This design comes from an exercise in tuning for small area on the open sky130 flow, not from production work. Where RTL was checked, it was by simulation tests only, not by an equivalence proof against the original. Only the layout flow was run in run 2; the RTL was not checked for function there. Power and IR drop assume default switching activity.

--- run.sh ---
#!/bin/bash
# synth_recipe.tcl (not shown) runs the flow's synth.tcl, then flattens the netlist and writes it again
# the make line also repeats each setting of config.mk as NAME=value (left out here)
make -C /OpenROAD-flow-scripts/flow DESIGN_CONFIG=/design/flow/config.mk WORK_HOME=/design/flow/orfs CLKGATE_MAP_FILE= SYNTH_SCRIPT=/design/flow/synth_recipe.tcl finish
--- config.mk ---
export PLATFORM = sky130hd
export DESIGN_NAME = alu32_top
export DESIGN_NICKNAME = alu32_top
export VERILOG_FILES = /design/flow/design.v
export SDC_FILE = /design/flow/constraint.sdc
export NUM_CORES = 4
export LEC_CHECK = 0
export CAP_MARGIN = 20
export CORE_MARGIN = 2
export CORE_UTILIZATION = 40
export SLEW_MARGIN = 20
--- constraint.sdc ---
create_clock -name core_clock -period 5.0 [get_ports {clk}]
set_input_delay 1.0000 -clock core_clock [delete_from_list [all_inputs] [get_ports {clk}]]
set_output_delay 1.0000 -clock core_clock [all_outputs]
set_load 0.01 [all_outputs]
--- design.v ---
`timescale 1ns / 1ps
module alu32_top(
    input  wire        clk,
    input  wire [31:0] a,
    input  wire [31:0] b,
    input  wire [2:0]  op_code,
    output reg  [32:0] result,
    output reg         zero_flag,
    output reg         control_flag
    );
    reg  [31:0] a_q, b_q;
    reg  [2:0]  op_q;
    wire [32:0] alu_result;
    wire        alu_zero, alu_control;
    always @(posedge clk) begin
        a_q  <= a;
        b_q  <= b;
        op_q <= op_code;
        result       <= alu_result;
        zero_flag    <= alu_zero;
        control_flag <= alu_control;
    end
    ALU_8_Bit #(.WIDTH(32)) u_alu (
        .A(a_q),
        .B(b_q),
        .op_code(op_q),
        .result(alu_result),
        .zero_flag(alu_zero),
        .control_flag(alu_control)
    );
endmodule

`timescale 1ns / 1ps
module ALU_8_Bit #(parameter WIDTH = 8) (
    A,
    B,
    op_code,
    result,
    zero_flag,
    control_flag
    );
    input [WIDTH-1:0] A, B;
    input [2:0] op_code;
    output reg  zero_flag,  
                control_flag;  
    output reg [WIDTH:0] result;
    parameter [2:0] Add = 3'b000,
                    Sub = 3'b001,
                    Greater = 3'b010,
                    Equal = 3'b011,
                    Less = 3'b100,
                    And = 3'b101,
                    Or = 3'b110,
                    Xor = 3'b111;
    always @ (A or B or op_code)
    begin 
    case (op_code)
    Add: 
        begin
        result = A + B;
        control_flag = result[WIDTH];
        zero_flag = (result == 16'b0);
        end
    Sub:
        begin
        result = A-B;
        control_flag = result[WIDTH];
        zero_flag = (result == 16'b0);
        end
    Greater:
        begin
        result = (A>B);
        zero_flag = (result == 16'b0);
        control_flag = 1'b0;
        end
    Equal:
        begin
        result = (A==B);
        zero_flag = (result == 16'b0); 
        control_flag = 1'b0;
        end
    Less:
        begin
        result = (A<B);
        zero_flag = (result == 16'b0);
        control_flag = 1'b0;
        end
    And:
        begin
        result = (A & B);
        zero_flag = (result == 16'b0);
        control_flag = 1'b0;
        end
    Or:
        begin
        result = (A | B);
        zero_flag = (result == 16'b0);
        control_flag = 1'b0;
        end
    Xor:
        begin
        result = A ^ B;
        zero_flag = (result == 16'b0);
        control_flag = 1'b0;
        end
    default:
        begin
        result = 16'b0;
        control_flag = 1'b0;
        zero_flag = 1'b0;
        end
    endcase 
    end
endmodule
==> results of run 1 <==
## worst register-to-register path, delay by kind of cell, from the launching register on
| family | cells | cell delay [ps] |
|---|---|---|
| compound gates | 4 | 1430 |
| fa+ha+maj | 1 | 560 |
| buf+inv | 1 | 60 |
| flops | 1 | 370 |
| simple gates | 6 | 1510 |
## logic make-up (layout without fill, tap and decap cells)
| logic type | after synthesis | count (layout) | synth area share [%] |
|---|---|---|---|
| flops | 102 | 102 | 23.88 |
| xor+xnor | 46 | 46 | 4.711 |
| fa+ha+maj | 98 | 98 | 14.51 |
| compound gates | 326 | 326 | 25.25 |
| simple gates | 314 | 314 | 18.49 |
| mux | 49 | 49 | 5.779 |
| buf+inv | 160 | 231 | 7.374 |
## area by class of cell
type,instances,area share (%)
well taps,275,3.417
multi-input cells,833,58.38
inverters,99,3.690
repair buffers,117,11.26
clock buffers,11,2.410
clock inverters,4,0.5591
flip-flops and latches,102,20.29
## cells in the mapped netlist (8+ instances only)
library cell / count / area (sq um)
a21oi_1: 80 / 400.4
a21o_1: 12 / 90.09
buf_2: 15 / 75.07
o31ai_1: 14 / 105.1
or3_1: 8 / 50.05
a211oi_1: 11 / 82.58
o22ai_1: 37 / 231.5
a31oi_1: 10 / 62.56
nor2b_1: 12 / 75.07
mux2i_1: 46 / 460.4
ha_1: 96 / 1201
o211ai_1: 15 / 112.6
nor2_1: 76 / 285.3
dfxtp_1: 102 / 2042
clkbuf_1: 36 / 135.1
nor4_1: 20 / 125.1
o21ai_0: 60 / 300.3
nand2_1: 79 / 296.5
or2_2: 9 / 56.30
nor3_1: 33 / 165.2
xnor2_1: 40 / 350.3
o21bai_1: 10 / 75.07
nand4_1: 23 / 143.9
nand2b_1: 8 / 50.05
a22o_1: 9 / 78.83
inv_1: 93 / 349.1
nand3_1: 16 / 80.08
## report_power, final
part	internal (mW)	total, mW	leakage [nW]	switching [mW]
clock	0.404	0.741	0.146	0.337
combinational	0.425	1.07	3.28	0.642
sequential	0.877	0.905	0.858	0.0284
total	1.71	2.71	4.28	1.01
## metal layers
metal / track usage (%) / part of all wire (%)
met4: 7.547 / 2.1
met1: 40.54 / 46
met3: 5.091 / 9.1
met2: 42.40 / 43
met5: 0 / 0
## flip-flops by register name, summed over array words and instances (netlist names)
register      count
control_flag      1
zero_flag         1
op_q              3
b_q              32
result           33
a_q              32
## worst min-delay path by stage
| stage | from | endpoint | slack, ps |
|---|---|---|---|
| after floorplan | op_q[2]$_DFF_P_ | result[0]$_DFF_P_ | 700 |
| after global placement | b_q[7]$_DFF_P_ | result[7]$_DFF_P_ | 770 |
| after detailed placement | b_q[7]$_DFF_P_ | result[7]$_DFF_P_ | 780 |
| after CTS | b_q[7]$_DFF_P_ | result[7]$_DFF_P_ | 790 |
| after global routing | a_q[7]$_DFF_P_ | result[7]$_DFF_P_ | 840 |
| final | b_q[7]$_DFF_P_ | result[7]$_DFF_P_ | 790 |
## metrics by stage
step	util, %	area, sq um	hold slack [ps]	power [mW]	setup WS (ps)
CTS	47.91	10070	789.1	2.702	1161
floorplan	-	8552	702.1	1.592	1963
global route	47.91	10070	836.8	2.837	814.1
detailed placement	46.49	9772	777.2	1.959	1178
finish	47.91	10070	785.8	2.713	1029
global placement	46.49	9772	766.5	1.972	1118
==> impl_metrics.csv, run 1 <==
group,metric,value,unit
outcome,status,"complete, no violations",
finish,antenna_cells,0,
worst_setup_path,r2r_start,"a_q[3]$_DFF_P_",
job,max-cap-violations,0,
yosys,syn_nets,1261,
route,routed_wl,31580,um
place,routabilityCongestion,0.9792,
yosys,synth_area,8552,sq um
floorplanning,die_area,22570,sq um
worst_setup_path,startpoint_type,"flip-flop",
clock_tree,clkTransAtPathRegs,80,ps
clock_tree,worstSkewPairLatency,370,ps
floorplanning,start_util,40.68,%
yosys,yosys_warnings,2,
finish,drive_gt1_share,5.146,%
worst_setup_path,crit_path_start,"a_q[3]$_DFF_P_",
finish,final_cell_mix,"clkdlybuf4s50_1 (102), dfxtp_1 (101), ha_1 (96)",
route,drtIter0Drc,1142,
floorplanning,ios,103,
worst_setup_path,crit_chain,"inv_1 > ha_1 > nor2_1 > a221oi_2 > nand2_1 > a21o_1 > or2_1 > o311ai_0 > nand3b_1 > nor4_1 > a31oi_1 > nand2_1",
clock_tree,holdBufCountCts,0,
worst_setup_path,end_kind,"flip-flop",
clock_tree,cts_buffers,9,
clock_tree,cts.sinks,102,
route,routed_via_density,6.103,
route,firstDrtPassIters,7,
yosys,synth_edf_count,0,
yosys,seq_area_frac_synth,23.88,%
clock_tree,cts_resized,0,
route,drc_errors,0,
global_route,grt_pass1_wl,47860,um
worst_setup_path,arrival,4290,ps
route,routed_wire_length_per_instance,21.92,um
route,drtAntennaViolNets,0,
finish,multi_input_area,5879,sq um
worst_setup_path,r2r_end,"zero_flag$_DFF_P_",
sta,hold_viol_final,0,
worst_setup_path,cp_num_buf_inv,1,
place,placed_cells,1426,
min_path,hold_path_class,"flip-flop to flip-flop",
route,vias,8795,
sta,clock.fmax,0.2518,GHz
worst_setup_path,reg2reg_slack,1030,ps
finish,fin_cells,1441,
finish,nets,1328,
power_and_ir_drop,p_leak,4.281,nW
floorplanning,rows,53,
power_and_ir_drop,pwr_density_cell,269.3,nW/um^2
worst_setup_path,critical_path_class,"flip-flop to flip-flop",
finish,seqCellArea,2043,sq um
sta,setup_viol,0,
finish,fillCellCount,2095,
clock_tree,clk_root_buffer_cell,"clkbuf_16",
sta,worst_slew_pin_slew,807.4,ps
worst_setup_path,rr_worst_depth,12,
sta,clock_skew,10.96,ps
power_and_ir_drop,max-vdd-ir-drop,0.0001255,V
worst_setup_path,crit_family,"simple AND/OR/NAND/NOR gates",
global_route,overflow,0,
yosys,synth_cells,1095,
place,hpwl,23980,um
worst_setup_path,crit_path_frequent_cell,"nand2_1",
global_route,grt_max_degree,47,
global_route,antenna_found_initial,0,
worst_setup_path,required,5320,ps
yosys,ys_seq_elements,102,
global_route,grt_usage,27.96,%
global_route,grt_pass1_vias,7928,
floorplanning,core-area,21020,sq um
yosys,syn_area_per_cell,7.810,sq um
clock_tree,htree_levels,3,
finish,final_common_cell,"clkdlybuf4s50_1",
yosys,synthArstFlopShare,0,%
floorplanning,die_x,150.2,um
sta,slew_headroom,45.68,%
yosys,ys_types,81,
worst_setup_path,crit_cells,12,
clock_tree,cts_buffer_depth,2,
clock_tree,post-cts-setup-buffers,0,
min_path,min_delay_path_depth,5,
sta,fin_crit_sh,79.41,%
sta,rsz0062_at_grt,"false",
worst_setup_path,max_stage_delay,610,ps
finish,syn_to_final_growth,17.76,%
worst_setup_path,crit_end,"zero_flag$_DFF_P_",
sta,tns,0,ps
floorplanning,die_h,150.2,um
yosys,synth_top_flop_cell,"dfxtp_1",
clock_tree,cts_tree,"built",
sta,fin_crit,3971,ps
place,port_buffers,102,
worst_setup_path,cp_max_fo,15,
worst_setup_path,slowest_stage,"o311ai_0",
sta,final_max_slew_viol_count,0,
==> run 2, diff against run 1 <==
==> design.v (replaced) <==
`timescale 1ns / 1ps
module alu32_top(
    input  wire        clk,
    input  wire [31:0] a,
    input  wire [31:0] b,
    input  wire [2:0]  op_code,
    output reg  [32:0] result,
    output reg         zero_flag,
    output reg         control_flag
    );
    reg  [31:0] a_q, b_q;
    reg  [2:0]  op_q;
    wire [32:0] alu_result;
    wire        alu_zero, alu_control;
    always @(posedge clk) begin
        a_q  <= a;
        b_q  <= b;
        op_q <= op_code;
        result       <= alu_result;
        zero_flag    <= alu_zero;
        control_flag <= alu_control;
    end
    ALU_8_Bit #(.WIDTH(32)) u_alu (
        .A(a_q),
        .B(b_q),
        .op_code(op_q),
        .result(alu_result),
        .zero_flag(alu_zero),
        .control_flag(alu_control)
    );
endmodule

module ALU_8_Bit #(parameter WIDTH = 8) (A, B, op_code, result, zero_flag, control_flag);
    input  [WIDTH-1:0] A, B;
    input  [2:0] op_code;
    output reg zero_flag, control_flag;
    output reg [WIDTH:0] result;
    wire sub = (op_code != 3'b000);
    wire [WIDTH-1:0] bx = B ^ {WIDTH{sub}};
    wire [WIDTH-1:0] p = A ^ bx;
    wire [WIDTH:0] c;
    assign c[0] = sub;
    genvar i;
    generate for (i = 0; i < WIDTH; i = i + 1) begin : g_c
        assign c[i+1] = p[i] ? c[i] : A[i];
    end endgenerate
    wire [WIDTH-1:0] s = p ^ c[WIDTH-1:0];
    wire z = ~|s;
    wire co = c[WIDTH];
    always @* begin
        case (op_code)
        3'b000: begin result = {co, s};  control_flag = co; end
        3'b001: begin result = {~co, s}; control_flag = ~co; end
        3'b010: begin result = {{WIDTH{1'b0}}, co & ~z}; control_flag = 1'b0; end
        3'b011: begin result = {{WIDTH{1'b0}}, z};  control_flag = 1'b0; end
        3'b100: begin result = {{WIDTH{1'b0}}, ~co}; control_flag = 1'b0; end
        3'b101: begin result = {1'b0, A & B}; control_flag = 1'b0; end
        3'b110: begin result = {1'b0, A | B}; control_flag = 1'b0; end
        default: begin result = {1'b0, p}; control_flag = 1'b0; end
        endcase
        zero_flag = ~|result;
    end
endmodule
--- a/config.mk
+++ b/config.mk
@@ -7,2 +7,3 @@
 export LEC_CHECK = 0
+export ABC_AREA = 1
 export CAP_MARGIN = 20
==> run 2 against run 1 <==
  * Sequential power up 2.3%
  * First-iteration DRC count down 80%
  * Sequential cell count unchanged
  * Routed wire length down 59%
  * Fmax down 15%
  * Non-clock buffer count up 9
  * Register-to-register slack worse by 700 ps
  * Combinational power down about 40%
  * Core utilization up 8.7 points
  * Synthesized area down 42%
  * Clock power down 4.7%
  * Power down 16%
  * Critical endpoint is now result[0]$_DFF_P_
==> impl_metrics.csv, run 2 <==
group,metric,value,unit
finish,reg_top3,"result (33), a_q (32), b_q (32)",
place,hpwl,9317,um
min_path,hold_start,"b_q[10]$_DFF_P_",
finish,largest_reg_flops,33,
place,routabilityCongestion,0.8472,
place,detailed_place.area,6168,sq um
worst_setup_path,cp_max_fo,5,
worst_setup_path,arrival,4910,ps
yosys,synth_top_flop_cell,"dfxtp_1",
finish,fin_area,6797,sq um
clock_tree,cts_buffer_depth,2,
power_and_ir_drop,seqPwrFrac,40.7,%
route,routed_via_density,4.958,
clock_tree,holdBufCountCts,0,
clock_tree,cts_tree,"built",
yosys,syn_nets,700,
sta,tns,0,ps
clock_tree,htree_levels,3,
outcome,status,"complete, no violations",
yosys,ys_types,40,
clock_tree,cts.sinks,102,
yosys,seq_area_frac_synth,41.37,%
finish,syn_to_final_growth,37.69,%
finish,final_common_cell,"nand2_1",
min_path,hold_path_class,"flip-flop to flip-flop",
power_and_ir_drop,internal_power,1.598,mW
sta,final_max_slew_viol_count,0,
power_and_ir_drop,power_frac_comb,28.2,%
floorplanning,start_util,41.09,%
yosys,synth_area,4936,sq um
finish,top_register,"result",
yosys,yosysTopAreaCell,"dfxtp_1",
floorplanning,rows,40,
clock_tree,clk_root_buffer_cell,"clkbuf_16",
worst_setup_path,startpoint_type,"flip-flop",
route,vias,4492,
worst_setup_path,critical_path_class,"flip-flop to flip-flop",
global_route,grt_pass1_wl,19660,um
global_route,grt_pass1_vias,4231,
floorplanning,die_x,115.1,um
worst_setup_path,end_kind,"flip-flop",
route,firstDrtPassIters,5,
floorplanning,die_area,13240,sq um
job,max-cap-violations,0,
yosys,synthTopCellsByArea,"dfxtp_1 (41%), nand2_1 (11%), xnor2_1 (9.6%)",
sta,fin_crit_sh,93.36,%
worst_setup_path,max_stage_delay,370,ps
place,placed_cells,876,
route,drtIter0Drc,231,
yosys,syn_area_per_cell,7.835,sq um
global_route,grt_max_degree,26,
sta,clock_skew,11.12,ps
clock_tree,cts_buffers,9,
floorplanning,die_h,115.1,um
place,preCtsSetupSlack,2.824,ps
sta,fin_crit,4668,ps
finish,fin_util,56.58,%
sta,worst_slack,332.1,ps
route,routed_wl,12870,um
power_and_ir_drop,power_switching,675.8,uW
finish,nets,825,
finish,drive_gt1_share,14.49,%
sta,setup_viol,0,
floorplanning,ios,103,
global_route,overflow,0,
yosys,synth_cells,630,
worst_setup_path,required,5250,ps
sta,hold_viol_final,0,
sta,clock.fmax,0.2142,GHz
yosys,yosys_warnings,2,
worst_setup_path,crit_path_start,"op_q[1]$_DFF_P_",
sta,holdWs,592.8,ps
sta,worst_slew_pin_slew,651.7,ps
yosys,synth_common_cells,"nand2_1 (150), dfxtp_1 (102), inv_1 (83)",
route,routed_wire_length_per_instance,14.21,um
clock_tree,clkTransAtPathRegs,70,ps
route,drtAntennaViolNets,0,
power_and_ir_drop,clkPwrFrac,31.1,%
finish,final_cell_mix,"nand2_1 (144), clkdlybuf4s50_1 (102), dfxtp_1 (99)",
power_and_ir_drop,max-vdd-ir-drop,0.0002420,V
worst_setup_path,crit_path_frequent_cell,"nand3_2",
power_and_ir_drop,p_leak,3.054,nW
floorplanning,core-area,12010,sq um
yosys,synth.most_common_cell,"nand2_1",
power_and_ir_drop,p_total,2.274,mW
yosys,ys_seq_elements,102,
power_and_ir_drop,pwr_density_cell,334.5,nW/um^2
power_and_ir_drop,switching_share,29.72,%
worst_setup_path,slowest_stage,"dfxtp_4",
finish,antenna_cells,0,
sta,slew_headroom,56.41,%
global_route,grt_usage,19.15,%
route,drc_errors,0,
global_route,antenna_found_initial,0,
clock_tree,worstSkewPairLatency,360,ps
place,port_buffers,102,
yosys,synth_edf_count,0,
finish,fin_cells,906,
yosys,yosysTopAreaCellShare,41.37,%
worst_setup_path,r2r_start,"op_q[1]$_DFF_P_",
yosys,synthArstFlopShare,0,%
[run 2: cell count changes after synthesis, moves of 17 or more]
cell | previous run | this run
ha_1 | 96 | 2
nand2_1 | 79 | 150
a21oi_1 | 80 | 16
mux2i_1 | 46 | 0
nor2_1 | 76 | 36
o21ai_0 | 60 | 22
o22ai_1 | 37 | 0
clkbuf_1 | 36 | 10
nand3_2 | 0 | 25
nor3_1 | 33 | 10
nand3_1 | 16 | 35
nand4_1 | 23 | 6
[run 2: path summary, 6_finish.rpt]
path              cells past startpoint  slack (ps)                 end
setup / recovery                     47         330   result[0]$_DFF_P_
hold / removal                        2         590  result[10]$_DFF_P_
setup reg to reg                     47         330   result[0]$_DFF_P_
hold reg to reg                       2         590  result[10]$_DFF_P_
[run 2: layout make-up]
type	count	area [sq um]
multi-input combinational	432	2731
inverter	84	317.8
timing repair buffer	126	1209
fill	1119	5215
tap	147	183.9
sequential	102	2048
clock buffer	11	252.7
clock inverter	4	53.80
[run 2: power groups by stage]
| stage | logic (mW) | clock network, mW | registers [mW] |
|---|---|---|---|
| after floorplan | 0.335 | 0 | 0.959 |
| after global placement | 0.562 | 0 | 0.943 |
| after detailed placement | 0.571 | 0 | 0.944 |
| after CTS | 0.577 | 0.725 | 0.926 |
| after global routing | 0.699 | 0.753 | 0.934 |
| final | 0.641 | 0.706 | 0.926 |
[run 2: cells by family (layout without fill, tap and decap cells)]
logic type / after synthesis / in the layout / share of synthesized area, %
AND/OR/NAND/NOR: 291 / 292 / 29.08
flip-flops: 102 / 102 / 41.37
buffers and inverters: 97 / 225 / 7.452
AO/OA/AOI/OAI: 71 / 71 / 9.557
XOR/XNOR: 67 / 67 / 12.04
adder cells (fa/ha/maj): 2 / 2 / 0.5069
[run 2: critical path: cells and delay by family, from the launching register on]
kind / cells / cell delay (ps)
AND/OR/NAND/NOR: 45 / 4010
flip-flops: 1 / 370
buffers and inverters: 2 / 170
[run 2: layer usage]
metal | up-vias | global-route usage [%] | share of wire [%]
li1 | 2295 | - | -
met1 | 2054 | 23.46 | 45
met5 | - | 0 | 0
met3 | 18 | 4.481 | 4.5
met2 | 125 | 32.31 | 48
met4 | 0 | 8.112 | 2.1
[run 2: what timing repair did]
item	4_1_cts	5_1_grt
buffers inserted	0	14
gates cloned	0	1
pin swaps	0	15
endpoints found under the setup margin	1	6
gates resized for setup	3	41

## separate check: timing with driven ports
How much do the figures lean on ideal ports? The routed layouts below were timed once more, with nothing changed but the port constraints.
Step 1 sets driving cells, clkbuf_16 on the clock port and buf_2 on the other inputs (assumed; they add their load-dependent delay and slew).
Step 2 moves the port delays by t, midway between the first and last clock arrival at a register: inputs arrive t later, outputs are due t later. That takes back most of the time a late clock gives input paths.
Three values: ideal ports, drivers, drivers and shift; two values: the first two.
run	t (ns)	slack for setup (ns)	worst setup path at the end	latest minus earliest clock arrival (ns)	slew at the worst register clock pin (ns)
run 1	0.408	1.029 / 1.029 / 1.029	register to register	0.011 / 0.011	0.08 / 0.08
run 2	0.390	0.332 / 0.332 / 0.332	register to register	0.011 / 0.011	0.07 / 0.07
After both steps every run listed still meets setup and hold.
